Background: an optimization exercise with open tools, aiming at small area and a short achievable clock period. Do not read the settings as production practice.
Function was not checked in any run shown here: the RTL went through the layout flow alone.
Power is estimated from default activity; no workload was simulated.

==> design.v <==
`timescale 1ns / 1ps
module filter(
    clock,
    reset,
    Data_In,
    Data_Out
    );
    input clock,
          reset;
    input  [7:0] Data_In;
    output [16:0] Data_Out;
    reg  [7:0] x1;
    reg  [7:0] x2;
    reg  [7:0] x3;
    reg  [7:0] x4;
    reg  [7:0] x5;
    reg  [7:0] x6;
    reg  [7:0] x7;
    reg  [7:0] x8;
    reg  [7:0] x9;
    reg  [7:0] x10;
    reg  [7:0] x11;
    reg  [7:0] x12;
    reg  [7:0] x13;
    reg  [7:0] x14;
    reg  [7:0] x15;
    reg  [7:0] x16;
    reg  [7:0] x17;
    reg  [7:0] x18;
    reg  [7:0] x19;
    reg  [7:0] x20;
    reg  [7:0] x21;
    reg  [7:0] x22;
    reg  [7:0] x23;
    reg  [7:0] x24;
    reg  [7:0] x25;
    reg  [7:0] x26;
    reg  [7:0] x27;
    reg  [7:0] x28;
    reg  [7:0] x29;
    reg  [7:0] x30;
    reg  [4:0] age;      
    reg  [16:0] S;       
    always @(posedge clock) begin
        x1 <= reset ? 8'd0 : Data_In;
        x2 <= x1;
        x3 <= x2;
        x4 <= x3;
        x5 <= x4;
        x6 <= x5;
        x7 <= x6;
        x8 <= x7;
        x9 <= (reset || age < 5'd8) ? 8'd0 : x8;
        x10 <= reset ? 8'd0 : x9;
        x11 <= reset ? 8'd0 : x10;
        x12 <= reset ? 8'd0 : x11;
        x13 <= reset ? 8'd0 : x12;
        x14 <= reset ? 8'd0 : x13;
        x15 <= reset ? 8'd0 : x14;
        x16 <= reset ? 8'd0 : x15;
        x17 <= reset ? 8'd0 : x16;
        x18 <= reset ? 8'd0 : x17;
        x19 <= reset ? 8'd0 : x18;
        x20 <= reset ? 8'd0 : x19;
        x21 <= x20;
        x22 <= x21;
        x23 <= x22;
        x24 <= x23;
        x25 <= x24;
        x26 <= x25;
        x27 <= x26;
        x28 <= (reset || age < 5'd27) ? 8'd0 : x27;
        x29 <= reset ? 8'd0 : x28;
        x30 <= reset ? 8'd0 : x29;
        if (reset) age <= 5'd0;
        else if (age != 5'd31) age <= age + 5'd1;
    end
    wire s1;
    wire c2;
    wire s4;
    wire c5;
    wire s7;
    wire c8;
    wire s10;
    wire c11;
    wire s13;
    wire c14;
    wire s16;
    wire c17;
    wire s19;
    wire c20;
    wire s22;
    wire c23;
    wire s25;
    wire c26;
    wire s28;
    wire c29;
    wire s31;
    wire c32;
    wire s34;
    wire c35;
    wire s37;
    wire c38;
    wire s40;
    wire c41;
    wire s43;
    wire c44;
    wire s46;
    wire c47;
    wire s49;
    wire c50;
    wire s52;
    wire c53;
    wire s55;
    wire c56;
    wire s58;
    wire c59;
    wire n61;
    wire n62;
    wire n63;
    wire n64;
    wire n65;
    wire s66;
    wire c67;
    wire s69;
    wire c70;
    wire s72;
    wire c73;
    wire s75;
    wire c76;
    wire n78;
    wire n79;
    wire n80;
    wire n81;
    wire n82;
    wire s83;
    wire c84;
    wire s86;
    wire c87;
    wire s89;
    wire c90;
    wire s92;
    wire c93;
    wire s95;
    wire c96;
    wire s98;
    wire c99;
    wire s101;
    wire c102;
    wire s104;
    wire c105;
    wire s107;
    wire c108;
    wire s110;
    wire c111;
    wire s113;
    wire c114;
    wire s116;
    wire c117;
    wire s119;
    wire c120;
    wire s122;
    wire c123;
    wire s125;
    wire c126;
    wire s128;
    wire c129;
    wire s131;
    wire c132;
    wire s134;
    wire c135;
    wire s137;
    wire c138;
    wire s140;
    wire c141;
    wire s143;
    wire c144;
    wire s146;
    wire c147;
    wire s149;
    wire c150;
    wire s152;
    wire c153;
    wire s155;
    wire c156;
    wire s158;
    wire c159;
    wire s161;
    wire c162;
    wire s164;
    wire c165;
    wire s167;
    wire c168;
    wire s170;
    wire c171;
    wire s173;
    wire c174;
    wire s176;
    wire c177;
    wire s179;
    wire c180;
    wire s182;
    wire c183;
    wire s185;
    wire c186;
    wire s188;
    wire c189;
    wire s191;
    wire c192;
    wire s194;
    wire c195;
    wire s197;
    wire c198;
    wire s200;
    wire c201;
    wire s203;
    wire c204;
    wire s206;
    wire c207;
    wire s209;
    wire c210;
    wire s212;
    wire c213;
    wire s215;
    wire c216;
    wire s218;
    wire c219;
    wire s221;
    wire c222;
    wire s224;
    wire c225;
    wire s227;
    wire c228;
    wire s230;
    wire c231;
    wire s233;
    wire c234;
    wire s236;
    wire c237;
    wire s239;
    wire c240;
    wire s242;
    wire c243;
    wire s245;
    wire c246;
    wire s248;
    wire c249;
    wire s251;
    wire c252;
    wire s254;
    wire c255;
    wire s257;
    wire c258;
    wire s260;
    wire c261;
    wire s263;
    wire c264;
    wire s266;
    wire c267;
    wire s269;
    wire c270;
    wire s272;
    wire c273;
    wire s275;
    wire c276;
    wire s278;
    wire c279;
    wire s281;
    wire c282;
    wire s284;
    wire c285;
    wire s287;
    wire c288;
    wire s290;
    wire c291;
    wire s293;
    wire c294;
    wire s296;
    wire c297;
    wire s299;
    wire c300;
    wire s302;
    wire c303;
    wire s305;
    wire c306;
    wire s308;
    wire c309;
    wire s311;
    wire c312;
    wire s314;
    wire c315;
    wire s317;
    wire c318;
    wire s320;
    wire c321;
    wire s323;
    wire c324;
    wire s326;
    wire c327;
    wire s329;
    wire c330;
    wire s332;
    wire c333;
    wire s335;
    wire c336;
    wire s338;
    wire c339;
    wire s341;
    wire c342;
    wire s344;
    wire c345;
    wire s347;
    wire c348;
    wire s350;
    wire c351;
    wire s353;
    wire c354;
    wire s356;
    wire c357;
    wire s359;
    wire c360;
    wire s362;
    wire c363;
    wire s365;
    wire c366;
    wire s368;
    wire c369;
    wire s371;
    wire c372;
    wire s374;
    wire c375;
    wire s377;
    wire c378;
    wire s380;
    wire c381;
    wire s383;
    wire c384;
    wire s386;
    wire c387;
    wire s389;
    wire c390;
    wire s392;
    wire c393;
    wire s395;
    wire c396;
    wire s398;
    wire c399;
    wire s401;
    wire c402;
    wire s404;
    wire c405;
    wire s407;
    wire c408;
    wire s410;
    wire c411;
    wire s413;
    wire c414;
    wire s416;
    wire c417;
    wire s419;
    wire c420;
    wire s422;
    wire c423;
    wire s425;
    wire c426;
    wire s428;
    wire c429;
    wire s431;
    wire c432;
    wire s434;
    wire c435;
    wire s437;
    wire c438;
    wire s440;
    wire c441;
    wire s443;
    wire c444;
    wire s446;
    wire c447;
    wire s449;
    wire c450;
    wire s452;
    wire c453;
    wire s455;
    wire c456;
    wire s458;
    wire c459;
    wire s461;
    wire c462;
    wire s464;
    wire c465;
    wire s467;
    wire c468;
    wire s470;
    wire c471;
    wire s473;
    wire c474;
    wire s476;
    wire c477;
    wire s479;
    wire c480;
    wire s482;
    wire c483;
    wire s485;
    wire c486;
    wire s488;
    wire c489;
    wire s491;
    wire c492;
    wire s494;
    wire c495;
    wire s497;
    wire c498;
    wire s500;
    wire c501;
    wire s503;
    wire c504;
    wire s506;
    wire c507;
    wire s509;
    wire c510;
    wire s512;
    wire c513;
    wire s515;
    wire c516;
    wire s518;
    wire c519;
    wire s521;
    wire c522;
    wire s524;
    wire c525;
    wire s527;
    wire c528;
    wire s530;
    wire c531;
    wire s533;
    wire c534;
    wire s536;
    wire c537;
    wire s539;
    wire c540;
    wire s542;
    wire c543;
    wire s545;
    wire c546;
    wire s548;
    wire c549;
    wire s551;
    wire c552;
    wire s554;
    wire c555;
    wire s557;
    wire c558;
    wire s560;
    wire c561;
    wire s563;
    wire c564;
    wire s566;
    wire c567;
    wire s569;
    wire c570;
    wire s572;
    wire c573;
    wire s575;
    wire c576;
    wire s578;
    wire c579;
    wire s581;
    wire c582;
    wire s584;
    wire c585;
    wire s587;
    wire c588;
    wire s590;
    wire c591;
    wire s593;
    wire c594;
    wire s596;
    wire c597;
    wire s599;
    wire c600;
    wire s602;
    wire c603;
    wire s605;
    wire c606;
    wire s608;
    wire c609;
    wire s611;
    wire c612;
    wire s614;
    wire c615;
    wire s617;
    wire c618;
    wire s620;
    wire c621;
    wire s623;
    wire c624;
    wire s626;
    wire c627;
    wire s629;
    wire c630;
    wire s632;
    wire c633;
    wire s635;
    wire c636;
    wire s638;
    wire c639;
    wire s641;
    wire c642;
    wire s644;
    wire c645;
    wire s647;
    wire c648;
    wire s650;
    wire c651;
    wire s653;
    wire c654;
    wire s656;
    wire c657;
    wire s659;
    wire c660;
    wire s662;
    wire c663;
    wire s665;
    wire c666;
    wire s668;
    wire c669;
    fir_ha u3 (.a(x10[0]), .b(x19[0]), .s(s1), .co(c2));
    fir_fa u6 (.a(x10[1]), .b(x19[1]), .c(c2), .s(s4), .co(c5));
    fir_fa u9 (.a(x10[2]), .b(x19[2]), .c(c5), .s(s7), .co(c8));
    fir_fa u12 (.a(x10[3]), .b(x19[3]), .c(c8), .s(s10), .co(c11));
    fir_ha u15 (.a(x10[4]), .b(x19[4]), .s(s13), .co(c14));
    fir_fa u18 (.a(x10[5]), .b(x19[5]), .c(c14), .s(s16), .co(c17));
    fir_fa u21 (.a(x10[6]), .b(x19[6]), .c(c17), .s(s19), .co(c20));
    fir_fa u24 (.a(x10[7]), .b(x19[7]), .c(c20), .s(s22), .co(c23));
    fir_ha u27 (.a(x11[0]), .b(x18[0]), .s(s25), .co(c26));
    fir_fa u30 (.a(x11[1]), .b(x18[1]), .c(c26), .s(s28), .co(c29));
    fir_fa u33 (.a(x11[2]), .b(x18[2]), .c(c29), .s(s31), .co(c32));
    fir_fa u36 (.a(x11[3]), .b(x18[3]), .c(c32), .s(s34), .co(c35));
    fir_ha u39 (.a(x11[4]), .b(x18[4]), .s(s37), .co(c38));
    fir_fa u42 (.a(x11[5]), .b(x18[5]), .c(c38), .s(s40), .co(c41));
    fir_fa u45 (.a(x11[6]), .b(x18[6]), .c(c41), .s(s43), .co(c44));
    fir_fa u48 (.a(x11[7]), .b(x18[7]), .c(c44), .s(s46), .co(c47));
    fir_ha u51 (.a(x12[0]), .b(x17[0]), .s(s49), .co(c50));
    fir_fa u54 (.a(x12[1]), .b(x17[1]), .c(c50), .s(s52), .co(c53));
    fir_fa u57 (.a(x12[2]), .b(x17[2]), .c(c53), .s(s55), .co(c56));
    fir_fa u60 (.a(x12[3]), .b(x17[3]), .c(c56), .s(s58), .co(c59));
    assign n61 = ~s49;
    assign n62 = ~s52;
    assign n63 = ~s55;
    assign n64 = ~s58;
    assign n65 = ~c59;
    fir_ha u68 (.a(x12[4]), .b(x17[4]), .s(s66), .co(c67));
    fir_fa u71 (.a(x12[5]), .b(x17[5]), .c(c67), .s(s69), .co(c70));
    fir_fa u74 (.a(x12[6]), .b(x17[6]), .c(c70), .s(s72), .co(c73));
    fir_fa u77 (.a(x12[7]), .b(x17[7]), .c(c73), .s(s75), .co(c76));
    assign n78 = ~s66;
    assign n79 = ~s69;
    assign n80 = ~s72;
    assign n81 = ~s75;
    assign n82 = ~c76;
    fir_ha u85 (.a(x13[0]), .b(x16[0]), .s(s83), .co(c84));
    fir_fa u88 (.a(x13[1]), .b(x16[1]), .c(c84), .s(s86), .co(c87));
    fir_fa u91 (.a(x13[2]), .b(x16[2]), .c(c87), .s(s89), .co(c90));
    fir_fa u94 (.a(x13[3]), .b(x16[3]), .c(c90), .s(s92), .co(c93));
    fir_ha u97 (.a(x13[4]), .b(x16[4]), .s(s95), .co(c96));
    fir_fa u100 (.a(x13[5]), .b(x16[5]), .c(c96), .s(s98), .co(c99));
    fir_fa u103 (.a(x13[6]), .b(x16[6]), .c(c99), .s(s101), .co(c102));
    fir_fa u106 (.a(x13[7]), .b(x16[7]), .c(c102), .s(s104), .co(c105));
    fir_ha u109 (.a(x14[0]), .b(x15[0]), .s(s107), .co(c108));
    fir_fa u112 (.a(x14[1]), .b(x15[1]), .c(c108), .s(s110), .co(c111));
    fir_fa u115 (.a(x14[2]), .b(x15[2]), .c(c111), .s(s113), .co(c114));
    fir_fa u118 (.a(x14[3]), .b(x15[3]), .c(c114), .s(s116), .co(c117));
    fir_ha u121 (.a(x14[4]), .b(x15[4]), .s(s119), .co(c120));
    fir_fa u124 (.a(x14[5]), .b(x15[5]), .c(c120), .s(s122), .co(c123));
    fir_fa u127 (.a(x14[6]), .b(x15[6]), .c(c123), .s(s125), .co(c126));
    fir_fa u130 (.a(x14[7]), .b(x15[7]), .c(c126), .s(s128), .co(c129));
    fir_fa u133 (.a(x1[0]), .b(x28[0]), .c(x30[0]), .s(s131), .co(c132));
    fir_fa u136 (.a(s25), .b(s83), .c(s107), .s(s134), .co(c135));
    fir_fa u139 (.a(1'b1), .b(x1[1]), .c(x28[1]), .s(s137), .co(c138));
    fir_fa u142 (.a(x29[0]), .b(x30[1]), .c(x30[0]), .s(s140), .co(c141));
    fir_fa u145 (.a(n61), .b(c132), .c(s137), .s(s143), .co(c144));
    fir_fa u148 (.a(s140), .b(s28), .c(s86), .s(s146), .co(c147));
    fir_fa u151 (.a(s110), .b(c135), .c(s143), .s(s149), .co(c150));
    fir_fa u154 (.a(s146), .b(s149), .c(Data_In[0]), .s(s152), .co(c153));
    fir_fa u157 (.a(x1[2]), .b(x9[0]), .c(x20[0]), .s(s155), .co(c156));
    fir_fa u160 (.a(x28[2]), .b(x29[1]), .c(x30[2]), .s(s158), .co(c159));
    fir_fa u163 (.a(x30[1]), .b(s1), .c(s25), .s(s161), .co(c162));
    fir_fa u166 (.a(s83), .b(c138), .c(c141), .s(s164), .co(c165));
    fir_fa u169 (.a(s155), .b(s158), .c(s161), .s(s167), .co(c168));
    fir_fa u172 (.a(n62), .b(c144), .c(s164), .s(s170), .co(c171));
    fir_fa u175 (.a(c147), .b(s31), .c(s89), .s(s173), .co(c174));
    fir_fa u178 (.a(s113), .b(s167), .c(c150), .s(s176), .co(c177));
    fir_fa u181 (.a(s170), .b(s173), .c(s176), .s(s179), .co(c180));
    fir_fa u184 (.a(s179), .b(Data_In[1]), .c(c153), .s(s182), .co(c183));
    fir_fa u187 (.a(x1[3]), .b(x9[1]), .c(x20[1]), .s(s185), .co(c186));
    fir_fa u190 (.a(x28[3]), .b(x29[2]), .c(x30[3]), .s(s188), .co(c189));
    fir_fa u193 (.a(x30[2]), .b(s1), .c(s107), .s(s191), .co(c192));
    fir_fa u196 (.a(c156), .b(c159), .c(s185), .s(s194), .co(c195));
    fir_fa u199 (.a(s188), .b(s4), .c(s28), .s(s197), .co(c198));
    fir_fa u202 (.a(s86), .b(c162), .c(s191), .s(s200), .co(c201));
    fir_fa u205 (.a(c165), .b(s194), .c(s197), .s(s203), .co(c204));
    fir_fa u208 (.a(c168), .b(s200), .c(n63), .s(s206), .co(c207));
    fir_fa u211 (.a(c171), .b(s34), .c(s92), .s(s209), .co(c210));
    fir_fa u214 (.a(s116), .b(c174), .c(s203), .s(s212), .co(c213));
    fir_fa u217 (.a(s206), .b(c177), .c(s209), .s(s215), .co(c216));
    fir_fa u220 (.a(s212), .b(c180), .c(s215), .s(s218), .co(c219));
    fir_fa u223 (.a(Data_In[2]), .b(s218), .c(c183), .s(s221), .co(c222));
    fir_fa u226 (.a(x1[4]), .b(x9[2]), .c(x20[2]), .s(s224), .co(c225));
    fir_fa u229 (.a(x28[4]), .b(x29[3]), .c(x30[4]), .s(s227), .co(c228));
    fir_fa u232 (.a(x30[3]), .b(s25), .c(s37), .s(s230), .co(c231));
    fir_fa u235 (.a(s95), .b(s119), .c(c186), .s(s233), .co(c234));
    fir_fa u238 (.a(c189), .b(s224), .c(s227), .s(s236), .co(c237));
    fir_fa u241 (.a(s4), .b(s110), .c(c192), .s(s239), .co(c240));
    fir_fa u244 (.a(s230), .b(c195), .c(s233), .s(s242), .co(c243));
    fir_fa u247 (.a(s236), .b(c198), .c(s7), .s(s245), .co(c246));
    fir_fa u250 (.a(s31), .b(s89), .c(s239), .s(s248), .co(c249));
    fir_fa u253 (.a(c201), .b(s242), .c(c35), .s(s251), .co(c252));
    fir_fa u256 (.a(c93), .b(c117), .c(c204), .s(s254), .co(c255));
    fir_fa u259 (.a(s245), .b(n64), .c(s248), .s(s257), .co(c258));
    fir_fa u262 (.a(c207), .b(c210), .c(s251), .s(s260), .co(c261));
    fir_fa u265 (.a(c213), .b(s254), .c(s257), .s(s263), .co(c264));
    fir_fa u268 (.a(c216), .b(s260), .c(Data_In[3]), .s(s266), .co(c267));
    fir_fa u271 (.a(s263), .b(c219), .c(s266), .s(s269), .co(c270));
    fir_fa u274 (.a(1'b1), .b(x1[5]), .c(x9[3]), .s(s272), .co(c273));
    fir_fa u277 (.a(x20[3]), .b(x28[5]), .c(x29[4]), .s(s275), .co(c276));
    fir_fa u280 (.a(x30[5]), .b(x30[4]), .c(s49), .s(s278), .co(c279));
    fir_fa u283 (.a(s83), .b(s107), .c(n78), .s(s281), .co(c282));
    fir_fa u286 (.a(c225), .b(c228), .c(s272), .s(s284), .co(c285));
    fir_fa u289 (.a(s275), .b(s28), .c(s40), .s(s287), .co(c288));
    fir_fa u292 (.a(s98), .b(s122), .c(c231), .s(s290), .co(c291));
    fir_fa u295 (.a(s278), .b(c234), .c(c237), .s(s293), .co(c294));
    fir_fa u298 (.a(s281), .b(s284), .c(c240), .s(s296), .co(c297));
    fir_fa u301 (.a(s7), .b(s113), .c(s287), .s(s299), .co(c300));
    fir_fa u304 (.a(s290), .b(c243), .c(s293), .s(s302), .co(c303));
    fir_fa u307 (.a(s10), .b(s34), .c(s92), .s(s305), .co(c306));
    fir_fa u310 (.a(c246), .b(s296), .c(n65), .s(s308), .co(c309));
    fir_fa u313 (.a(c249), .b(s299), .c(s302), .s(s311), .co(c312));
    fir_fa u316 (.a(c252), .b(c255), .c(s305), .s(s314), .co(c315));
    fir_fa u319 (.a(c258), .b(s308), .c(s311), .s(s317), .co(c318));
    fir_fa u322 (.a(c261), .b(s314), .c(Data_In[4]), .s(s320), .co(c321));
    fir_fa u325 (.a(c264), .b(s317), .c(c267), .s(s323), .co(c324));
    fir_fa u328 (.a(s320), .b(c270), .c(s323), .s(s326), .co(c327));
    fir_fa u331 (.a(1'b1), .b(x1[6]), .c(x9[4]), .s(s329), .co(c330));
    fir_fa u334 (.a(x20[4]), .b(x28[6]), .c(x29[5]), .s(s332), .co(c333));
    fir_fa u337 (.a(x30[6]), .b(x30[5]), .c(s13), .s(s335), .co(c336));
    fir_fa u340 (.a(s37), .b(s95), .c(c273), .s(s338), .co(c339));
    fir_fa u343 (.a(c276), .b(s329), .c(s332), .s(s341), .co(c342));
    fir_fa u346 (.a(s52), .b(s86), .c(s110), .s(s344), .co(c345));
    fir_fa u349 (.a(c279), .b(s335), .c(n79), .s(s347), .co(c348));
    fir_fa u352 (.a(c282), .b(c285), .c(s338), .s(s350), .co(c351));
    fir_fa u355 (.a(s341), .b(c288), .c(c291), .s(s353), .co(c354));
    fir_fa u358 (.a(s31), .b(s43), .c(s101), .s(s356), .co(c357));
    fir_fa u361 (.a(s125), .b(s344), .c(s347), .s(s359), .co(c360));
    fir_fa u364 (.a(c294), .b(s350), .c(c11), .s(s362), .co(c363));
    fir_fa u367 (.a(c35), .b(c93), .c(c297), .s(s365), .co(c366));
    fir_fa u370 (.a(s10), .b(s116), .c(s353), .s(s368), .co(c369));
    fir_fa u373 (.a(c300), .b(s356), .c(c303), .s(s371), .co(c372));
    fir_fa u376 (.a(s359), .b(c306), .c(s362), .s(s374), .co(c375));
    fir_fa u379 (.a(c309), .b(s365), .c(s368), .s(s377), .co(c378));
    fir_fa u382 (.a(c312), .b(s371), .c(c315), .s(s380), .co(c381));
    fir_fa u385 (.a(s374), .b(Data_In[5]), .c(s377), .s(s383), .co(c384));
    fir_fa u388 (.a(c318), .b(s380), .c(c321), .s(s386), .co(c387));
    fir_fa u391 (.a(s383), .b(c324), .c(s386), .s(s389), .co(c390));
    fir_fa u394 (.a(1'b1), .b(x1[7]), .c(x9[5]), .s(s392), .co(c393));
    fir_fa u397 (.a(x20[5]), .b(x28[7]), .c(x29[6]), .s(s395), .co(c396));
    fir_fa u400 (.a(x30[7]), .b(x30[6]), .c(s13), .s(s398), .co(c399));
    fir_fa u403 (.a(s119), .b(c330), .c(c333), .s(s401), .co(c402));
    fir_fa u406 (.a(s392), .b(s395), .c(s16), .s(s404), .co(c405));
    fir_fa u409 (.a(s40), .b(s98), .c(c336), .s(s407), .co(c408));
    fir_fa u412 (.a(s398), .b(c339), .c(c342), .s(s410), .co(c411));
    fir_fa u415 (.a(s401), .b(c345), .c(s55), .s(s413), .co(c414));
    fir_fa u418 (.a(s89), .b(s113), .c(s404), .s(s416), .co(c417));
    fir_fa u421 (.a(s407), .b(c348), .c(n80), .s(s419), .co(c420));
    fir_fa u424 (.a(c351), .b(s410), .c(c11), .s(s422), .co(c423));
    fir_fa u427 (.a(c117), .b(c354), .c(s34), .s(s425), .co(c426));
    fir_fa u430 (.a(s46), .b(s104), .c(s128), .s(s428), .co(c429));
    fir_fa u433 (.a(c357), .b(s413), .c(s416), .s(s431), .co(c432));
    fir_fa u436 (.a(c360), .b(s419), .c(c363), .s(s434), .co(c435));
    fir_fa u439 (.a(c366), .b(s422), .c(c369), .s(s437), .co(c438));
    fir_fa u442 (.a(s425), .b(s428), .c(s431), .s(s440), .co(c441));
    fir_fa u445 (.a(c372), .b(c375), .c(s434), .s(s443), .co(c444));
    fir_fa u448 (.a(c378), .b(s437), .c(Data_In[6]), .s(s446), .co(c447));
    fir_fa u451 (.a(s440), .b(c381), .c(s443), .s(s449), .co(c450));
    fir_fa u454 (.a(c384), .b(s446), .c(s449), .s(s452), .co(c453));
    fir_fa u457 (.a(c387), .b(s452), .c(c390), .s(s455), .co(c456));
    fir_fa u460 (.a(1'b1), .b(x9[6]), .c(x20[6]), .s(s458), .co(c459));
    fir_fa u463 (.a(x29[7]), .b(x30[7]), .c(s37), .s(s461), .co(c462));
    fir_fa u466 (.a(c393), .b(c396), .c(s458), .s(s464), .co(c465));
    fir_fa u469 (.a(s16), .b(s122), .c(c399), .s(s467), .co(c468));
    fir_fa u472 (.a(s461), .b(c402), .c(s464), .s(s470), .co(c471));
    fir_fa u475 (.a(c405), .b(c408), .c(s19), .s(s473), .co(c474));
    fir_fa u478 (.a(s43), .b(s101), .c(s467), .s(s476), .co(c477));
    fir_fa u481 (.a(c411), .b(s470), .c(c35), .s(s479), .co(c480));
    fir_fa u484 (.a(c47), .b(c105), .c(c129), .s(s482), .co(c483));
    fir_fa u487 (.a(s58), .b(s92), .c(s116), .s(s485), .co(c486));
    fir_fa u490 (.a(c414), .b(c417), .c(s473), .s(s488), .co(c489));
    fir_fa u493 (.a(n81), .b(s476), .c(c420), .s(s491), .co(c492));
    fir_fa u496 (.a(c423), .b(c426), .c(c429), .s(s494), .co(c495));
    fir_fa u499 (.a(s479), .b(s482), .c(s485), .s(s497), .co(c498));
    fir_fa u502 (.a(c432), .b(s488), .c(s491), .s(s500), .co(c501));
    fir_fa u505 (.a(c435), .b(c438), .c(s494), .s(s503), .co(c504));
    fir_fa u508 (.a(s497), .b(Data_In[7]), .c(c441), .s(s506), .co(c507));
    fir_fa u511 (.a(s500), .b(c444), .c(s503), .s(s509), .co(c510));
    fir_fa u514 (.a(c447), .b(s506), .c(c450), .s(s512), .co(c513));
    fir_fa u517 (.a(s509), .b(s512), .c(c453), .s(s515), .co(c516));
    fir_fa u520 (.a(1'b1), .b(x9[7]), .c(x20[7]), .s(s518), .co(c519));
    fir_fa u523 (.a(s66), .b(s95), .c(s119), .s(s521), .co(c522));
    fir_fa u526 (.a(c459), .b(s518), .c(s40), .s(s524), .co(c525));
    fir_fa u529 (.a(c462), .b(s521), .c(c465), .s(s527), .co(c528));
    fir_fa u532 (.a(c468), .b(s19), .c(s125), .s(s530), .co(c531));
    fir_fa u535 (.a(s524), .b(c471), .c(s527), .s(s533), .co(c534));
    fir_fa u538 (.a(c59), .b(c93), .c(c117), .s(s536), .co(c537));
    fir_fa u541 (.a(s22), .b(s46), .c(s104), .s(s539), .co(c540));
    fir_fa u544 (.a(c474), .b(n82), .c(c477), .s(s542), .co(c543));
    fir_fa u547 (.a(s530), .b(s533), .c(c480), .s(s545), .co(c546));
    fir_fa u550 (.a(c483), .b(c486), .c(s536), .s(s548), .co(c549));
    fir_fa u553 (.a(c489), .b(s539), .c(c492), .s(s551), .co(c552));
    fir_fa u556 (.a(s542), .b(c495), .c(s545), .s(s554), .co(c555));
    fir_fa u559 (.a(c498), .b(s548), .c(c501), .s(s557), .co(c558));
    fir_fa u562 (.a(s551), .b(c504), .c(s554), .s(s560), .co(c561));
    fir_fa u565 (.a(c507), .b(s557), .c(c510), .s(s563), .co(c564));
    fir_fa u568 (.a(s560), .b(c513), .c(s563), .s(s566), .co(c567));
    fir_fa u571 (.a(c519), .b(s69), .c(s98), .s(s569), .co(c570));
    fir_fa u574 (.a(s122), .b(c522), .c(c525), .s(s572), .co(c573));
    fir_fa u577 (.a(s43), .b(s569), .c(c528), .s(s575), .co(c576));
    fir_fa u580 (.a(c23), .b(c47), .c(c105), .s(s578), .co(c579));
    fir_fa u583 (.a(s22), .b(s128), .c(c531), .s(s581), .co(c582));
    fir_fa u586 (.a(s572), .b(c534), .c(s575), .s(s584), .co(c585));
    fir_fa u589 (.a(c537), .b(c540), .c(s578), .s(s587), .co(c588));
    fir_fa u592 (.a(c543), .b(s581), .c(s584), .s(s590), .co(c591));
    fir_fa u595 (.a(c546), .b(c549), .c(s587), .s(s593), .co(c594));
    fir_fa u598 (.a(c552), .b(s590), .c(c555), .s(s596), .co(c597));
    fir_fa u601 (.a(s593), .b(c558), .c(c561), .s(s599), .co(c600));
    fir_fa u604 (.a(s596), .b(s599), .c(c564), .s(s602), .co(c603));
    fir_fa u607 (.a(1'b1), .b(c570), .c(s72), .s(s605), .co(c606));
    fir_fa u610 (.a(s101), .b(s125), .c(c23), .s(s608), .co(c609));
    fir_fa u613 (.a(c129), .b(c573), .c(s46), .s(s611), .co(c612));
    fir_fa u616 (.a(s605), .b(c576), .c(c579), .s(s614), .co(c615));
    fir_fa u619 (.a(c582), .b(s608), .c(s611), .s(s617), .co(c618));
    fir_fa u622 (.a(c585), .b(c588), .c(s614), .s(s620), .co(c621));
    fir_fa u625 (.a(s617), .b(c591), .c(c594), .s(s623), .co(c624));
    fir_fa u628 (.a(s620), .b(c597), .c(s623), .s(s626), .co(c627));
    fir_fa u631 (.a(c600), .b(s626), .c(c603), .s(s629), .co(c630));
    fir_fa u634 (.a(1'b1), .b(c47), .c(s75), .s(s632), .co(c633));
    fir_fa u637 (.a(s104), .b(s128), .c(c606), .s(s635), .co(c636));
    fir_fa u640 (.a(c609), .b(c612), .c(s632), .s(s638), .co(c639));
    fir_fa u643 (.a(s635), .b(c615), .c(c618), .s(s641), .co(c642));
    fir_fa u646 (.a(s638), .b(c621), .c(s641), .s(s644), .co(c645));
    fir_fa u649 (.a(c624), .b(s644), .c(c627), .s(s647), .co(c648));
    fir_fa u652 (.a(1'b1), .b(c76), .c(c105), .s(s650), .co(c651));
    fir_fa u655 (.a(c129), .b(c633), .c(c636), .s(s653), .co(c654));
    fir_fa u658 (.a(s650), .b(c639), .c(s653), .s(s656), .co(c657));
    fir_fa u661 (.a(c642), .b(s656), .c(c645), .s(s659), .co(c660));
    fir_fa u664 (.a(1'b1), .b(c651), .c(c654), .s(s662), .co(c663));
    fir_fa u667 (.a(c657), .b(s662), .c(c660), .s(s665), .co(c666));
    fir_fa u670 (.a(1'b1), .b(c663), .c(c666), .s(s668), .co(c669));
    wire [16:0] rowA = {1'b1, s668, s665, c648, c630, s629, c567, c516, c456, s455, c327, s326, c222, s221, s182, s152, s131};
    wire [16:0] rowB = {c669, 1'b0, 1'b0, s659, s647, 1'b0, s602, s566, s515, 1'b0, s389, 1'b0, s269, 1'b0, 1'b0, 1'b0, s134};
    wire [16:0] S_next = rowA + rowB;
    always @(posedge clock) begin
        if (reset) S <= 17'd0;
        else       S <= S_next;
    end
    assign Data_Out = S + {Data_In, 1'b0} + Data_In;
endmodule
module fir_fa(input a, input b, input c, output s, output co);
    assign s = a ^ b ^ c;
    assign co = (a & b) | (a & c) | (b & c);
endmodule
module fir_ha(input a, input b, output s, output co);
    assign s = a ^ b;
    assign co = a & b;
endmodule
==> run.sh <==
#!/bin/bash
# synth_recipe.tcl (not shown) runs the flow's synth.tcl, then flattens the netlist and writes it again
# the make line also repeats each setting of config.mk as NAME=value (left out here)
make -C /OpenROAD-flow-scripts/flow DESIGN_CONFIG=/design/flow/config.mk WORK_HOME=/design/flow/orfs CLKGATE_MAP_FILE= SYNTH_SCRIPT=/design/flow/synth_recipe.tcl finish
==> config.mk <==
export PLATFORM = sky130hd
export DESIGN_NAME = filter
export DESIGN_NICKNAME = filter
export VERILOG_FILES = /design/flow/design.v
export SDC_FILE = /design/flow/constraint.sdc
export NUM_CORES = 4
export LEC_CHECK = 0
export CAP_MARGIN = 20
export CORE_MARGIN = 2
export CORE_UTILIZATION = 40
export SLEW_MARGIN = 20
export SYNTH_HIERARCHICAL = 1
==> constraint.sdc <==
create_clock -name core_clock -period 12.5 [get_ports {clock}]
set_input_delay 2.5000 -clock core_clock [delete_from_list [all_inputs] [get_ports {clock}]]
set_output_delay 2.5000 -clock core_clock [all_outputs]
set_load 0.01 [all_outputs]
==> results.cfg, run 1 <==
[sta]
fin_skew_ns = 0.0119
fin_crit_ns = 8.50
timing.final.ws_setup_ns = 4.00
hold_ws_ns = 0.324
period_share = 0.680
hold_violations = 0
report.final.slew_viol_count = 0
worst_pin_slew_ns = 0.885
tns_ns = 0
setup_viol = 0
max_freq_ghz = 0.118
rsz0062_at_grt = false
slew-limit-headroom = 0.405

[floorplanning]
die_area_um2 = 31100
die-width_um = 176
core_area_um2 = 29500
io_pins = 27
die_h_um = 176
initial_utilization = 0.403
rows = 63

[job]
cap_viol_max_count = 0

[routing]
vias_per_cell = 4.47
wl_per_cell_um = 15.8
vias = 5716
drc = 0
wl_um = 20200
ant_nets = 0
firstDrtPassIters = 4
drt_iter0_drc = 190

[critical_path]
worstSetupPathType = in -> out
crit_arrival_ns = 6.00
crit_fanout = 4
critPathLaunchType = input port
rrSetupSlack_ns = 6.08
cp-end-kind = output pin
critPathRequiredTime_ns = 10.00

[layout]
antennaDiodeCount = 0
syn_to_final_growth_pct = 14.2
top_register = S
layout.cells.non_filler = 1280
largest_reg_flops = 17
final_layout_size_suffix_gt1_frac = 0.0663
fin_nets = 1130
fillers = 2634
utilization = 0.460

[placed_design]
dp_hpwl_um = 16100
gp_congestion = 0.799
detailedPlace.worstSlack_ns = 4.00
io_buffers = 26
place_inst = 1232

[clocking]
postCtsResizedCells = 0
post_cts_buffers = 0
holdBufCountCts = 0
clock_latency_ns = 0.53
cts_inserted_buffers = 26
cts_root_buf = clkbuf_16
htreeDepth = 1
clock_path_buffers = 3
cts_tree = yes
cts.sinks = 262
clkSlewWorstSetupHoldPaths_ns = 0.06

[yosys]
yosysTopAreaCell = dfxtp_1
synth.avg_cell_area_um2 = 14.5
netlist_area_um2 = 11900
post_synth_and_or_nand_nor_area_fraction = 0.0947
synth_compound_area_frac = 0.0278
synth_top_cell_area_share = 0.441
synthFlopType = dfxtp_1
synth_top_family_by_area = adder cells
synth.most_common_cell = dfxtp_1
synth_seq_cells = 262
ys_seq_area_frac = 0.441
synthAdderAreaFrac = 0.401
async_flop_share = 0
netlist_instances = 820
yosys-top-cells-area = dfxtp_1 44%, fa_1 37%, nor2b_1 6.2%, ha_1 3.4%, xnor2_1 1.0%
synth_edf_count = 0
synthMuxAreaShare = 0.00484
synth_xor_xnor_area_share = 0.0199
netlist_top_cells_count = 262 x dfxtp_1, 218 x fa_1, 118 x nor2b_1
yosysWarnings = 7
ys_types = 40

[grt]
grt_pass1_wl_um = 33800
grt_usage = 0.142
antenna_found_initial = 0
grt-ovfl-total = 0
grt_max_degree = 79
grt_pass1_vias = 6205

[pwr]
p_leak_nw = 6.09
ir_drop_mv = 0.106
power_density_nw_per_um2 = 155

[outcome]
outcome = timing/DRC/antenna clean

[min_path]
hold_class = reg -> reg
-- metrics by stage --
stage | total power, mW | area, µm²
2_1_floorplan | 1.15 | 11900
3_3_place_gp | 1.27 | 12600
3_5_place_dp | 1.28 | 12600
4_1_cts | 2.13 | 13600
5_1_grt | 2.21 | 13600
6_report | 2.10 | 13600
-- Yosys stat by module, one instance, submodules excluded --
module,area (µm²),cells inside
filter,7550,600
fir_fa,20.0,1
fir_ha,12.5,1
-- layout make-up --
class	count	area [µm²]	share of cell area
clock buffer	32	723	0.0533
clock inverter	16	230	0.0170
inverter	17	63.8	0.00470
multi-input combinational	536	6560	0.483
sequential	262	5250	0.387
tap	390	488	0.0360
timing repair buffer	27	265	0.0195
-- critical path, stage by stage --
cell and delay (ns):
clkdlybuf4s50_1 0.56, inv_1 0.10, fa_1 0.51, inv_1 0.04, ha_1 0.22, fa_1 0.45, a211oi_2 0.26, nor3_1 0.12
o31a_1 0.33, o21ai_0 0.21, xnor2_1 0.14, clkdlybuf4s50_1 0.55
-- cell usage in the layout (no fill, tap or decap), types with 5 or more instances in the layout --
cell and count:
ha_1 32, xor2_1 13, clkdlybuf4s50_1 25, nor2_1 30, dfxtp_1 262, clkbuf_8 5, nand3_1 9, inv_1 17
o21ai_0 6, clkbuf_16 26, a21oi_1 12, and3_1 6, nand2_1 7, fa_1 218, clkinv_2 6, bufinv_16 5
xnor2_1 14, and2_1 17, conb_1 11, a31oi_1 6, nor2b_1 118, a21o_1 5
-- path summary, 6_finish.rpt --
path	from	endpoint	cells past startpoint
worst max-delay path	Data_In[0]	Data_Out[15]	12
worst min register to register	x26[6]$_DFF_P_	x27[6]$_DFF_P_	0
worst min-delay path	x26[6]$_DFF_P_	x27[6]$_DFF_P_	0
worst max register to register	x11[0]$_SDFF_PP0_	S[15]$_SDFF_PP0_	17
-- cells by family after synthesis --
| family | Yosys count |
|---|---|
| adders and majority gates | 250 |
| buffers and inverters | 32 |
| and+or+nand+nor | 196 |
| other | 1 |
| DFF | 262 |
| xor gates and xnor gates | 27 |
| AOI/OAI and AO/OA | 47 |
| muxes | 5 |
-- per-layer routing --
layer / part of all wire / up-vias / routed length, µm / GRT usage
li1: - / 2689 / - / -
met1: 0.49 / 2942 / 9890 / 0.212
met2: 0.46 / 63 / 9270 / 0.217
met3: 0.032 / 22 / 648 / 0.0230
met4: 0.019 / 0 / 382 / 0.0317
met5: 0 / - / 0 / 0
-- report_power, final --
part,switching [mW],internal (mW)
Sequential,0.0153,0.861
Combinational,0.192,0.189
Clock,0.325,0.517
Total,0.532,1.57
==> inputs of run 2 (changes only) <==
==> flow/run.sh (new file) <==
#!/bin/bash
# The standard layout (standard.sh), except that the port buffers are
# sky130_fd_sc_hd__buf_2 cells instead of the flow's default choice of buffer.
# standard.sh's output goes to standard.log; ORFS's own logs are under orfs/logs.
set -euo pipefail
export BUFFER_PORTS_ARGS="-buffer_cell sky130_fd_sc_hd__buf_2"
bash standard.sh > standard.log 2>&1
==> standard.sh (new file) <==
#!/bin/bash
# synth_recipe.tcl (not shown) runs the flow's synth.tcl, then flattens the netlist and writes it again
# the make line also repeats each setting of config.mk as NAME=value (left out here)
make -C /OpenROAD-flow-scripts/flow DESIGN_CONFIG=/design/flow/config.mk WORK_HOME=/design/flow/orfs CLKGATE_MAP_FILE= SYNTH_SCRIPT=/design/flow/synth_recipe.tcl "${@:-finish}"
--- a/config.mk
+++ b/config.mk
@@ -6,7 +6,12 @@
 export NUM_CORES = 4
 export LEC_CHECK = 0
+export ABC_CLOCK_PERIOD_IN_PS = 3000
 export CAP_MARGIN = 20
 export CORE_MARGIN = 2
 export CORE_UTILIZATION = 40
+export CTS_BUF_LIST = sky130_fd_sc_hd__clkbuf_8
+export CTS_CLUSTER_DIAMETER = 60
+export CTS_CLUSTER_SIZE = 14
+export SETUP_SLACK_MARGIN = 5
 export SLEW_MARGIN = 20
 export SYNTH_HIERARCHICAL = 1
removed: run.sh
==> run 2 against run 1 <==
  * Via count down 0.16%
  * Utilization down 2.1 points
  * Hold slack worse by 0.0020 ns
  * Fmax is 14% higher
  * Setup slack improved by 1.1 ns
  * Clock power fell by 49%
  * Sequential power about the same
  * Global-route usage about the same
  * Combinational power is 6.8% lower
  * Non-clock buffer count up 6
==> results.cfg, run 2 <==
[floorplanning]
rows = 63
die_area_um2 = 31100
die-width_um = 176
core_area_um2 = 29500
die_h_um = 176
io_pins = 27
initial_utilization = 0.403

[grt]
grt_usage = 0.141
grt_pass1_vias = 6227
antenna_found_initial = 0
grt_pass1_wl_um = 33700
grt-ovfl-total = 0
grt_max_degree = 74

[sta]
rsz0062_at_grt = false
setup_viol = 0
slew-limit-headroom = 0.506
period_share = 0.595
hold_violations = 0
fin_crit_ns = 7.43
max_freq_ghz = 0.135
report.final.slew_viol_count = 0
worst_pin_slew_ns = 0.738
hold_ws_ns = 0.322
fin_skew_ns = 0.0151
tns_ns = 0

[yosys]
netlist_area_um2 = 11900
synthFlopType = dfxtp_1
yosysTopAreaCell = dfxtp_1
synth.most_common_cell = dfxtp_1
synth.avg_cell_area_um2 = 14.5
yosysWarnings = 7
netlist_top_cells_count = 262 x dfxtp_1, 218 x fa_1, 118 x nor2b_1
ys_seq_area_frac = 0.441
ys_types = 40
synth_edf_count = 0
netlist_instances = 820
synth_seq_cells = 262
synth_top_cell_area_share = 0.441
yosys-top-cells-area = dfxtp_1 44%, fa_1 37%, nor2b_1 6.2%, ha_1 3.4%, xnor2_1 1.0%
async_flop_share = 0

[pwr]
totalPowerFinal_mw = 1.66
power_density_nw_per_um2 = 128
p_leak_nw = 5.84
ir_drop_mv = 0.0674

[placed_design]
gp_congestion = 0.803
post_dp_cell_area_um2 = 12500
io_buffers = 26
dp_hpwl_um = 16100

[clocking]
holdBufCountCts = 0
cts.sinks = 262
clock_latency_ns = 0.54
clkSlewWorstSetupHoldPaths_ns = 0.09
cts_inserted_buffers = 23
cts_tree = yes
htreeDepth = 1
clock_path_buffers = 3
cts_root_buf = clkbuf_8

[layout]
fin_nets = 1133
design_area_um2 = 12900
final_layout_size_suffix_gt1_frac = 0.0913
mostFrequentLayoutCells = 262 x dfxtp_1, 217 x fa_1, 118 x nor2b_1, 31 x ha_1, 30 x nor2_1
top_register = S
largest_reg_flops = 17
fillers = 2719
layout_commonest_cell = dfxtp_1
syn_to_final_growth_pct = 8.92
antennaDiodeCount = 0

[critical_path]
critPathRequiredTime_ns = 10.00
rrSetupSlack_ns = 6.06
crit_fanout = 4
reg2regPathDepth = 17
regToRegStartpoint = x18[0]$_SDFF_PP0_
worstSetupPathType = in -> out
startpoint = Data_In[1]
cp-end-kind = output pin
r2r-end = S[16]$_SDFF_PP0_
crit_arrival_ns = 4.93
critPathLaunchType = input port

[min_path]
min_to = x22[4]$_DFF_P_
min_from = x21[4]$_DFF_P_
hold_class = reg -> reg
hold_path_depth = 0

[job]
cap_viol_max_count = 0

[routing]
wl_met2_um = 9320
vias = 5707
ant_nets = 0
drt_iter0_drc = 213
wl_um = 20200
dr_wl_met3_um = 647
drc = 0
drt-met1-wl_um = 9890
vias_per_cell = 4.51
top_layer = met4
firstDrtPassIters = 4
wl_per_cell_um = 16.0

[outcome]
outcome = timing/DRC/antenna clean
[run 2: cell counts after synthesis]
No cell type changed its count.
[run 2: worst max path at each step]
stage | to | cells after the start
after CTS | Data_Out[13] | 12
after floorplan | Data_Out[13] | 10
after global placement | Data_Out[13] | 12
after detailed placement | Data_Out[13] | 12
after global routing | Data_Out[13] | 12
final | Data_Out[13] | 12
[run 2: through the flow]
| stage | instances | util | setup slack, ns |
|---|---|---|---|
| final | 1266 | 0.439 | 5.07 |
| after global routing | 1266 | 0.439 | 5.00 |
| after CTS | 1262 | 0.437 | 5.00 |
| after detailed placement | 1232 | 0.424 | 4.89 |
| after global placement | 1232 | 0.424 | 4.92 |
| after floorplan | 830 | - | 5.30 |
[run 2: layout make-up]
class / count / area (µm²) / area share
multi-input cells: 536 / 6590 / 0.509
flip-flops and latches: 262 / 5250 / 0.405
well taps: 390 / 488 / 0.0377
clock buffers: 23 / 317 / 0.0245
repair buffers: 33 / 201 / 0.0156
inverters: 17 / 66.3 / 0.00512
clock inverters: 5 / 33.8 / 0.00261
[run 2: kinds of logic after synthesis]
| logic type | count (synthesis) | synth area share |
|---|---|---|
| adders and majority gates | 250 | 0.401 |
| buffers and inverters | 32 | 0.0101 |
| xor gates and xnor gates | 27 | 0.0199 |
| and+or+nand+nor | 196 | 0.0947 |
| DFF | 262 | 0.441 |
| other | 1 | 0.000316 |
| AOI/OAI and AO/OA | 47 | 0.0278 |
| muxes | 5 | 0.00484 |
[run 2: report_power, final]
group	internal, mW	switching, mW	leakage [nW]
registers	0.860	0.0155	2.13
logic	0.160	0.195	3.53
clock network	0.170	0.263	0.178
total	1.19	0.473	5.84
[run 2: repair_timing]
action                     CTS  global route
pin swaps                    4             7
gates resized for setup      5            12
buffers inserted             2             4
setup endpoints to repair    3             4
[run 2: layer usage]
metal	vias up	track usage
li1	2671	-
met5	-	0
met3	26	0.0228
met2	60	0.216
met4	0	0.0348
met1	2950	0.212
[run 2: worst max-delay path, cell delays in order]
cell	delay, ns
buf_8	0.08
inv_4	0.03
fa_1	0.50
inv_1	0.04
ha_2	0.19
fa_2	0.38
a211oi_4	0.26
nor3_2	0.09
o31a_1	0.37
o2111ai_2	0.22
xnor2_1	0.13
buf_2	0.14
[run 2: Yosys stat by module (local to each module, per instance)]
module	times used	flip-flops and latches	cell area, µm²
fir_fa	210	0	20.0
fir_ha	10	0	12.5
filter	1	262	7550
==> inputs of run 3 (changes only) <==
==> flow/run.sh (replaced) <==
#!/bin/bash
# The standard layout (standard.sh), except that the port buffers are
# sky130_fd_sc_hd__buf_2 cells instead of the flow's default choice of buffer,
# and timing repair aims for more setup slack than config.mk may ask for.
# standard.sh's output goes to standard.log; ORFS's own logs are under orfs/logs.
set -euo pipefail
export SETUP_SLACK_MARGIN=6.0
export BUFFER_PORTS_ARGS="-buffer_cell sky130_fd_sc_hd__buf_2"
bash standard.sh > standard.log 2>&1
--- a/config.mk
+++ b/config.mk
@@ -13,5 +13,4 @@
 export CTS_CLUSTER_DIAMETER = 60
 export CTS_CLUSTER_SIZE = 14
-export SETUP_SLACK_MARGIN = 5
 export SLEW_MARGIN = 20
 export SYNTH_HIERARCHICAL = 1
==> run 3 against run 2 <==
  * Clock skew down 0.0012 ns
  * Combinational power rose by 26%
  * Synthesized cell count stayed put
  * Sequential power about the same
  * Global-route usage increased by 0.30 points
  * Power grew 7.1%
  * Critical path depth stayed put
  * Utilization increased by 1.4 points
  * Critical path type unchanged
  * Critical endpoint unchanged
  * Highest routed layer unchanged
==> results.cfg, run 3 <==
[layout]
multiInputGateArea_um2 = 6840
seq_area_um2 = 5250
fin_nets = 1144
mostFrequentLayoutCells = 261 x dfxtp_1, 209 x fa_1, 117 x nor2b_1, 29 x nor2_1, 24 x clkbuf_8
layout.cells.non_filler = 1278
fillers = 2693
layout_commonest_cell = dfxtp_1
top_register = S
largest_reg_flops = 17
antennaDiodeCount = 0
syn_to_final_growth_pct = 12.4
final_layout_size_suffix_gt1_frac = 0.148

[critical_path]
critPathLaunchType = input port
cp-end-kind = output pin
critPathRequiredTime_ns = 10.00
crit_arrival_ns = 4.91
worstSetupPathType = in -> out
crit_fanout = 4

[routing]
ant_nets = 0
firstDrtPassIters = 5
drt_iter0_drc = 235
wl_per_cell_um = 16.2
vias = 5755
wl_um = 20700
vias_per_cell = 4.50
drc = 0

[yosys]
synthFlopType = dfxtp_1
yosys-top-cells-area = dfxtp_1 44%, fa_1 37%, nor2b_1 6.2%, ha_1 3.4%, xnor2_1 1.0%
async_flop_share = 0
netlist_instances = 820
yosysWarnings = 7
yosysTopAreaCell = dfxtp_1
synth.avg_cell_area_um2 = 14.5
synth_edf_count = 0
netlist_area_um2 = 11900
synth.most_common_cell = dfxtp_1
ys_seq_area_frac = 0.441
netlist_top_cells_count = 262 x dfxtp_1, 218 x fa_1, 118 x nor2b_1
synth_top_cell_area_share = 0.441
synth_seq_cells = 262
ys_types = 40

[clocking]
clkSlewWorstSetupHoldPaths_ns = 0.09
htreeDepth = 1
cts_inserted_buffers = 23
clock_latency_ns = 0.55
clock_path_buffers = 3
cts_tree = yes
cts_root_buf = clkbuf_8
cts.sinks = 262
holdBufCountCts = 0

[pwr]
totalPowerFinal_mw = 1.78
power_density_nw_per_um2 = 133
p_leak_nw = 5.91
ir_drop_mv = 0.0793

[grt]
grt_pass1_vias = 6436
grt-ovfl-total = 0
grt_pass1_wl_um = 34500
grt_usage = 0.144
grt_max_degree = 74
antenna_found_initial = 0

[floorplanning]
io_pins = 27
die_area_um2 = 31100
die-width_um = 176
rows = 63
core_area_um2 = 29500
die_h_um = 176
initial_utilization = 0.403

[sta]
fin_skew_ns = 0.0138
worst_pin_slew_ns = 0.937
rsz0062_at_grt = true
max_freq_ghz = 0.135
report.final.slew_viol_count = 0
slew-limit-headroom = 0.371
hold_violations = 0
tns_ns = 0
fin_crit_ns = 7.41
setup_viol = 0
period_share = 0.593

[outcome]
outcome = timing/DRC/antenna clean

[min_path]
hold_class = reg -> reg

[placed_design]
dp_hpwl_um = 16400
gp_congestion = 0.818
io_buffers = 26
place_inst = 1232

[job]
cap_viol_max_count = 0
[run 3: cell count changes in the layout (fill, tap and decap cells not counted), moves of 4 or more]
cell	before	now
buf_6	1	6
ha_4	0	7
fa_1	217	209
ha_2	1	5
a21oi_2	0	7
buf_4	8	15
a21oi_1	12	4
fa_2	1	9
ha_1	31	20
[run 3: power breakdown]
group	switching, mW	internal [mW]	total (mW)
Clock	0.263	0.196	0.459
Combinational	0.230	0.216	0.446
Sequential	0.0162	0.860	0.876
Total	0.509	1.27	1.78
[run 3: area by class of cell]
| class | instances | area share |
|---|---|---|
| Clock buffer | 24 | 0.0247 |
| Clock inverter | 5 | 0.00431 |
| Inverter | 17 | 0.00553 |
| Multi-Input combinational cell | 536 | 0.512 |
| Sequential cell | 262 | 0.393 |
| Tap cell | 390 | 0.0366 |
| Timing Repair Buffer | 44 | 0.0236 |
[run 3: worst max-delay path, stage by stage]
cell and delay (ns):
buf_8 0.08, inv_4 0.03, fa_1 0.51, inv_2 0.05, ha_4 0.15, fa_2 0.37
a211oi_4 0.26, nor3_2 0.10, o31a_1 0.35, o2111ai_2 0.23, xnor2_2 0.13, buf_2 0.14
[run 3: stage by stage]
stage / utilization / hold slack [ns] / setup slack, ns / area (µm²)
floorplan: - / 0.310 / 5.40 / 12000
global placement: 0.427 / 0.310 / 4.97 / 12600
detailed placement: 0.427 / 0.312 / 4.94 / 12600
CTS: 0.446 / 0.325 / 5.11 / 13200
global route: 0.453 / 0.329 / 4.99 / 13400
finish: 0.453 / 0.322 / 5.09 / 13400
[run 3: routing by layer]
metal	global-route usage	wire length (µm)	vias up
met5	0	0	-
met4	0.0372	398	0
met3	0.0213	563	24
met2	0.224	9620	50
met1	0.213	10200	2996
li1	-	-	2685
[run 3: Yosys stat by module (local to each module, per instance)]
module  cells  area, µm²
filter    600       7550
fir_ha      1       12.5
fir_fa      1       20.0
[run 3: worst paths after layout]
kind / from / to / slack (ns) / cells after the start
setup / recovery: Data_In[0] / Data_Out[13] / 5.09 / 12
hold / removal: x23[4]$_DFF_P_ / x24[4]$_DFF_P_ / 0.32 / 0
setup reg to reg: x11[0]$_SDFF_PP0_ / S[14]$_SDFF_PP0_ / 6.22 / 17
hold reg to reg: x23[4]$_DFF_P_ / x24[4]$_DFF_P_ / 0.32 / 0
[run 3: cell families (layout without fill, tap and decap cells)]
group	Yosys count	count (layout)	synth area share
AO/OA/AOI/OAI	47	47	0.0278
XOR/XNOR	27	27	0.0199
adder cells (fa/ha/maj)	250	250	0.401
buffers and inverters	32	90	0.0101
flip-flops	262	262	0.441
multiplexers	5	5	0.00484
other	1	11	0.000316
AND/OR/NAND/NOR	196	196	0.0947
[run 3: timing repair]
item	CTS	global route
endpoints found under the setup margin	15	19
pin swaps	17	15
gates resized for setup	20	40
buffers inserted	11	6
==> inputs of run 4 (changes only) <==
--- a/design.v
+++ b/design.v
@@ -763,5 +763,8 @@
         else       S <= S_next;
     end
-    assign Data_Out = S + {Data_In, 1'b0} + Data_In;
+    fir_out u_out (.s(S), .d(Data_In), .y(Data_Out));
+endmodule
+module fir_out(input [16:0] s, input [7:0] d, output [16:0] y);
+    assign y = s + {d, 1'b0} + d;
 endmodule
 module fir_fa(input a, input b, input c, output s, output co);
==> flow/run.sh (replaced) <==
#!/bin/bash
# The standard layout (standard.sh) with two changes: synthesis runs
# flow/synth.tcl (synth_recipe.tcl, but no adder-cell extraction in the output
# adder module), and the port buffers are sky130_fd_sc_hd__buf_2 cells.
# Logs: standard.log here; ORFS's own logs under orfs/logs.
set -euo pipefail
export BUFFER_PORTS_ARGS="-buffer_cell sky130_fd_sc_hd__buf_2"
sed "s#SYNTH_SCRIPT=[^ ]*#SYNTH_SCRIPT=$PWD/flow/synth.tcl#" standard.sh > own_standard.sh
grep -q "SYNTH_SCRIPT=$PWD/flow/synth.tcl" own_standard.sh
bash own_standard.sh > standard.log 2>&1
==> flow/synth.tcl (new file) <==
# synth_recipe.tcl (the standard synthesis), except that full and half adders
# are not extracted from the output adder module fir_out, which is left to ABC.
proc synth {args} { yosys synth -nofsm -noshare {*}$args }
proc extract_fa {args} { yosys extract_fa {*}$args filter fir_fa fir_ha }
source $::env(SCRIPTS_DIR)/synth.tcl
# left out here: clear keep_hierarchy, flatten, clean up, hide names made inside functions, write 1_2_yosys.v
--- a/config.mk
+++ b/config.mk
@@ -13,4 +13,5 @@
 export CTS_CLUSTER_DIAMETER = 60
 export CTS_CLUSTER_SIZE = 14
+export SETUP_SLACK_MARGIN = 5
 export SLEW_MARGIN = 20
 export SYNTH_HIERARCHICAL = 1
==> run 4 against run 3 <==
  * Still clean on timing, DRC and antenna
  * First-iteration DRC count increased by 44%
  * Final cell count up 10%
  * Hold slack got worse by 0.0034 ns
  * Fmax up 1.3%
  * Die area rose by 6.6%
  * Non-clock buffer count down 17
  * Power decreased by 0.95%
  * Count of clock-buffer cells in the layout grew 1
  * Clock power up 4.4%
  * Critical path type unchanged
  * Critical endpoint unchanged
==> results.cfg, run 4 <==
[clocking]
cts_root_buf = clkbuf_8
cts_tree = yes
htreeDepth = 1
clock_path_buffers = 3
holdBufCountCts = 0
clkSlewWorstSetupHoldPaths_ns = 0.09
post_cts_buffers = 0
cts.sinks = 262
clock_latency_ns = 0.55
postCtsResizedCells = 0
cts_inserted_buffers = 24

[min_path]
hold_path_depth = 0
hold_class = reg -> reg
min_from = x26[2]$_DFF_P_
min_to = x27[2]$_DFF_P_

[floorplanning]
io_pins = 27
core_area_um2 = 31400
die_h_um = 182
rows = 65
initial_utilization = 0.404
die_area_um2 = 33200
die-width_um = 182

[critical_path]
cp-end-kind = output pin
crit_path_top_delay_cell = nor4_2
cpPeakStageDelay_ns = 0.54
r2r-end = S[16]$_SDFF_PP0_
path_delay_family = compound AO/OA/AOI/OAI gates
critPathRequiredTime_ns = 10.00
reg2regPathDepth = 17
worstSetupPathType = in -> out
path_cells = buf_2, o21ai_0, o21ai_0, a211o_1, nor4_2, o31ai_4, nand3_1, xnor2_1, buf_2
crit_fanout = 19
crit_arrival_ns = 4.81
critPathLaunchType = input port
path_buf_inv = 2
regToRegStartpoint = x11[0]$_SDFF_PP0_
rrSetupSlack_ns = 6.09

[routing]
wl_per_cell_um = 15.5
ant_nets = 0
wl_um = 21900
drt-met1-wl_um = 10900
top_layer = met4
dr_wl_met3_um = 567
wl_met2_um = 10100
drc = 0
vias = 6694
firstDrtPassIters = 4
drt_iter0_drc = 339
vias_per_cell = 4.74

[sta]
hold_ws_ns = 0.318
setup_viol = 0
tns_ns = 0
period_share = 0.585
rsz0062_at_grt = false
hold_violations = 0
max_freq_ghz = 0.137
fin_skew_ns = 0.0145
worst_pin_slew_ns = 0.982
fin_crit_ns = 7.31
report.final.slew_viol_count = 0
slew-limit-headroom = 0.341

[yosys]
ys_types = 71
synth.avg_cell_area_um2 = 13.0
async_flop_share = 0
yosys-top-cells-area = dfxtp_1 41%, fa_1 33%, nor2b_1 6.0%, ha_1 2.1%, xnor2_1 2.0%
yosysWarnings = 7
synth_seq_cells = 262
ys_seq_area_frac = 0.413
synth.most_common_cell = dfxtp_1
synth_edf_count = 0
synth_top_cell_area_share = 0.413
yosysTopAreaCell = dfxtp_1
netlist_top_cells_count = 262 x dfxtp_1, 210 x fa_1, 121 x nor2b_1
synthFlopType = dfxtp_1
netlist_area_um2 = 12700
netlist_instances = 976

[grt]
grt-ovfl-total = 0
grt_max_degree = 75
grt_pass1_wl_um = 36900
grt_usage = 0.140
antenna_found_initial = 0
grt_pass1_vias = 7052

[layout]
final_layout_size_suffix_gt1_frac = 0.0752
largest_reg_flops = 17
antennaDiodeCount = 0
utilization = 0.434
layout_commonest_cell = dfxtp_1
mostFrequentLayoutCells = 262 x dfxtp_1, 210 x fa_1, 121 x nor2b_1, 41 x nor2_1, 34 x nand2_1
layout.cells.non_filler = 1412
fin_nets = 1245
top_register = S
syn_to_final_growth_pct = 7.38

[pwr]
power_density_nw_per_um2 = 129
p_leak_nw = 5.97
ir_drop_mv = 0.0745

[placed_design]
gp_congestion = 0.797
dp_hpwl_um = 17000
place_inst = 1380
io_buffers = 26

[outcome]
outcome = timing/DRC/antenna clean

[job]
cap_viol_max_count = 0
-- run 4: cell count changes after synthesis, sizes merged, moves of 6 or more --
cell   previous run  this run
nand2             7        34
xnor2            14        30
buf               1        16
nor3              2         8
o21ai             8        29
a21oi            12        23
nand3             9        15
fa              218       210
nor2             30        41
ha               32        21
-- run 4: modules after synthesis (local to each module, per instance) --
| module | cells | copies in the design | flops+latches |
|---|---|---|---|
| filter | 521 | 1 | 262 |
| fir_out | 235 | 1 | 0 |
| fir_fa | 1 | 210 | 0 |
| fir_ha | 1 | 10 | 0 |
-- run 4: worst max-delay path by stage --
stage,from,endpoint,slack (ns),cells after the start
floorplan,Data_In[5],Data_Out[8],5.77,8
global placement,Data_In[5],Data_Out[8],5.30,9
detailed placement,Data_In[2],Data_Out[13],5.20,9
CTS,Data_In[2],Data_Out[13],5.18,9
global route,Data_In[2],Data_Out[16],5.03,9
finish,Data_In[2],Data_Out[13],5.19,9
-- run 4: final cells by class --
cell class                      count  area, µm²
Clock buffer                       25        344
Tap cell                          402        503
Multi-Input combinational cell    669       7240
Clock inverter                      7       75.1
Timing Repair Buffer               27        140
Sequential cell                   262       5250
Inverter                           20       75.1
Fill cell                        2927      17800
-- run 4: per-layer routing --
metal  vias up  track usage
met1      3410        0.212
met5         -            0
met2        65        0.216
li1       3192            -
met4         0       0.0297
met3        27       0.0192
-- run 4: logic make-up after synthesis --
logic type               after synthesis  synth area share
AO/OA/AOI/OAI                        102            0.0544
XOR/XNOR                              46            0.0329
adder cells (fa/ha/maj)              231             0.352
buffers and inverters                 55            0.0188
flip-flops                           262             0.413
multiplexers                          10           0.00858
other                                  1          0.000296
AND/OR/NAND/NOR                      269             0.119
-- run 4: per-stage QoR --
step           power, mW  setup slack, ns  instance area, µm²
3_5_place_dp        1.31             5.20               13200
5_1_grt             1.87             5.03               13600
4_1_cts             1.79             5.18               13600
6_report            1.76             5.19               13600
2_1_floorplan       1.21             5.77               12700
3_3_place_gp        1.30             5.30               13200
-- run 4: power breakdown --
group	switching [mW]	internal [mW]
sequential	0.0375	0.860
combinational	0.217	0.170
clock	0.273	0.206
==> inputs of run 5 (changes only) <==
--- a/design.v
+++ b/design.v
@@ -766,5 +766,59 @@
 endmodule
 module fir_out(input [16:0] s, input [7:0] d, output [16:0] y);
-    assign y = s + {d, 1'b0} + d;
+    wire [9:0] oa, ob;
+    assign oa[0] = s[0] ^ d[0];
+    assign ob[0] = 1'b0;
+    assign ob[1] = s[0] & d[0];
+    genvar gi;
+    generate for (gi = 1; gi < 8; gi = gi + 1) begin : csa
+        assign oa[gi] = s[gi] ^ d[gi] ^ d[gi-1];
+        assign ob[gi+1] = (s[gi] & d[gi]) | (s[gi] & d[gi-1]) | (d[gi] & d[gi-1]);
+    end endgenerate
+    assign oa[8] = s[8] ^ d[7];
+    assign oa[9] = s[9];
+    assign ob[9] = s[8] & d[7];
+    wire [9:0] g = oa & ob;
+    wire [9:0] p = oa ^ ob;
+    wire G0_2 = g[2] | (p[2] & g[1]);
+    wire P0_2 = p[2] & p[1];
+    wire G0_4 = g[4] | (p[4] & g[3]);
+    wire P0_4 = p[4] & p[3];
+    wire G0_6 = g[6] | (p[6] & g[5]);
+    wire P0_6 = p[6] & p[5];
+    wire G0_8 = g[8] | (p[8] & g[7]);
+    wire P0_8 = p[8] & p[7];
+    wire G1_3 = g[3] | (p[3] & G0_2);
+    wire P1_3 = p[3] & P0_2;
+    wire G1_4 = G0_4 | (P0_4 & G0_2);
+    wire P1_4 = P0_4 & P0_2;
+    wire G1_7 = g[7] | (p[7] & G0_6);
+    wire P1_7 = p[7] & P0_6;
+    wire G1_8 = G0_8 | (P0_8 & G0_6);
+    wire P1_8 = P0_8 & P0_6;
+    wire G2_5 = g[5] | (p[5] & G1_4);
+    wire P2_5 = p[5] & P1_4;
+    wire G2_6 = G0_6 | (P0_6 & G1_4);
+    wire P2_6 = P0_6 & P1_4;
+    wire G2_7 = G1_7 | (P1_7 & G1_4);
+    wire P2_7 = P1_7 & P1_4;
+    wire G2_8 = G1_8 | (P1_8 & G1_4);
+    wire P2_8 = P1_8 & P1_4;
+    wire G3_9 = g[9] | (p[9] & G2_8);
+    wire P3_9 = p[9] & P2_8;
+    wire [10:0] cy;   
+    assign cy[1:0] = 2'b00;
+    assign cy[2] = g[1];
+    assign cy[3] = G0_2;
+    assign cy[4] = G1_3;
+    assign cy[5] = G1_4;
+    assign cy[6] = G2_5;
+    assign cy[7] = G2_6;
+    assign cy[8] = G2_7;
+    assign cy[9] = G2_8;
+    assign cy[10] = G3_9;
+    assign y[0] = oa[0];
+    assign y[9:1] = p[9:1] ^ cy[9:1];
+    wire [6:0] hi_inc = s[16:10] + 7'd1;
+    assign y[16:10] = cy[10] ? hi_inc : s[16:10];
 endmodule
 module fir_fa(input a, input b, input c, output s, output co);
==> run 5 against run 4 <==
  * Count of clock-buffer cells in the layout did not move
  * Global-route usage fell by 0.10 points
  * Hold slack improved by 0.0050 ns
  * Wire length fell by 2.7%
  * Non-clock buffer count rose by 1
  * Sequential share of layout area rose by 0.67 points
  * Sequential power fell by 0.9%
  * Setup slack improved by 0.086 ns
  * Register-to-register slack barely moved
  * Largest cell class unchanged
==> results.cfg, run 5 <==
[outcome]
outcome = timing/DRC/antenna clean

[routing]
vias_per_cell = 4.72
ant_nets = 0
wl_per_cell_um = 15.6
drc = 0
drt_iter0_drc = 273

[job]
cap_viol_max_count = 0

[placed_design]
io_buffers = 26
dp_hpwl_um = 16900

[critical_path]
cp-end-kind = output pin
path_cells = buf_2, o21ai_0, a32oi_1, o21ai_0, a21oi_1, o221ai_1, a21o_1, a21oi_1, xor2_1, buf_2
crit_arrival_ns = 4.73
crit_fanout = 13
cpPeakStageDelay_ns = 0.41
crit_path_top_delay_cell = a32oi_1

[pwr]
ir_drop_mv = 0.0964
pwr-share-clk = 0.270
intPower_mw = 1.20
p_comb_frac = 0.208
p_leak_nw = 5.91
netSwitchingFraction = 0.295

[sta]
max_freq_ghz = 0.138
hold_violations = 0
worst_pin_slew_ns = 0.898
report.final.slew_viol_count = 0
fin_skew_ns = 0.0222

[grt]
grt_pass1_vias = 6777
grt-ovfl-total = 0
grt_usage = 0.139

[floorplanning]
core_area_um2 = 30600
die-width_um = 180
initial_utilization = 0.407
io_pins = 27

[yosys]
yosysWarnings = 7
synthFlopType = dfxtp_1
yosysTopAreaCell = dfxtp_1
netlist_top_cells_count = 262 x dfxtp_1, 210 x fa_1, 123 x nor2b_1

[layout]
design_area_um2 = 13400
largest_reg_flops = 17
utilization = 0.438
fillers = 2851
layout_commonest_cell = dfxtp_1

[clocking]
clock_path_buffers = 3
cts_root_buf = clkbuf_8
post_cts_buffers = 0
cts_tree = yes
htreeDepth = 1
clkSlewWorstSetupHoldPaths_ns = 0.09

[min_path]
hold_class = reg -> reg
[run 5: changes by cell type after synthesis, sizes merged, moves of 3 or more]
cell    previous run  this run
nand2b             2         5
nor2              41        35
xor2              16        19
a211o              3         0
o21ai             29        21
and2              20        16
buf               16        10
clkbuf            19        22
o31ai              4         1
xnor2             30        23
nand4              3         6
or2                4         1
nand3             15        11
[run 5: per-module statistics from Yosys, one instance, submodules excluded]
module	flops+latches	cell area, µm²	cells	times used
filter	262	6880	521	1
fir_out	0	1240	196	1
fir_fa	0	20.0	1	210
fir_ha	0	12.5	1	10
[run 5: cells by family (layout without fill, tap and decap cells)]
kind of cell	count (synthesis)	count (layout)	share of synthesized area
flip-flops	262	262	0.421
AND/OR/NAND/NOR	250	250	0.113
other	1	12	0.000301
buffers and inverters	51	77	0.0167
XOR/XNOR	42	42	0.0301
AO/OA/AOI/OAI	89	89	0.0506
multiplexers	10	10	0.00884
adder cells (fa/ha/maj)	232	232	0.359
[run 5: area by class of cell]
type / instances / area, µm² / share of cell area
multi-input combinational: 634 / 7040 / 0.526
sequential: 262 / 5250 / 0.392
tap: 396 / 495 / 0.0370
clock buffer: 25 / 344 / 0.0257
timing repair buffer: 28 / 148 / 0.0110
inverter: 19 / 71.3 / 0.00533
clock inverter: 5 / 45.0 / 0.00336
antenna: 1 / 2.50 / 0.000187
[run 5: power by group through the flow]
stage / Clock (mW) / Sequential [mW] / Combinational, mW
after global routing: 0.514 / 0.895 / 0.399
after floorplan: 0 / 0.890 / 0.292
after CTS: 0.482 / 0.890 / 0.358
after detailed placement: 0 / 0.910 / 0.356
after global placement: 0 / 0.910 / 0.351
final: 0.460 / 0.890 / 0.354
[run 5: per-layer routing]
| layer | vias up | GRT usage | wire length (µm) |
|---|---|---|---|
| li1 | 3056 | - | - |
| met1 | 3293 | 0.211 | 10700 |
| met2 | 77 | 0.206 | 9360 |
| met3 | 34 | 0.0218 | 656 |
| met4 | 0 | 0.0416 | 561 |
| met5 | - | 0 | 0 |
[run 5: worst paths after layout]
path                                   startpoint               end  slack [ns]
worst min-delay path               x25[0]$_DFF_P_    x26[0]$_DFF_P_        0.32
worst min register to register     x25[0]$_DFF_P_    x26[0]$_DFF_P_        0.32
worst max-delay path                   Data_In[1]       Data_Out[8]        5.27
worst max register to register  x11[4]$_SDFF_PP0_  S[15]$_SDFF_PP0_        6.09
[run 5: stage by stage]
step | hold WS, ns | setup WS, ns | total power, mW
after floorplan | 0.310 | 5.77 | 1.18
after global placement | 0.310 | 5.34 | 1.26
after detailed placement | 0.312 | 5.30 | 1.27
after CTS | 0.325 | 5.29 | 1.73
after global routing | 0.327 | 5.02 | 1.81
final | 0.323 | 5.27 | 1.70
[run 5: worst max-delay path: cells and delay by family]
family	cells	cell delay, ns
buf+inv	2	0.38
xor+xnor	1	0.15
compound gates	7	1.68

Check on run 5: ideal ports give 5.275 ns setup slack; a clkbuf_16 on the clock port and buf_2 on the inputs give 5.251 ns; moving port delays by the midpoint clock arrival (0.597 ns) as well gives 5.251 ns.
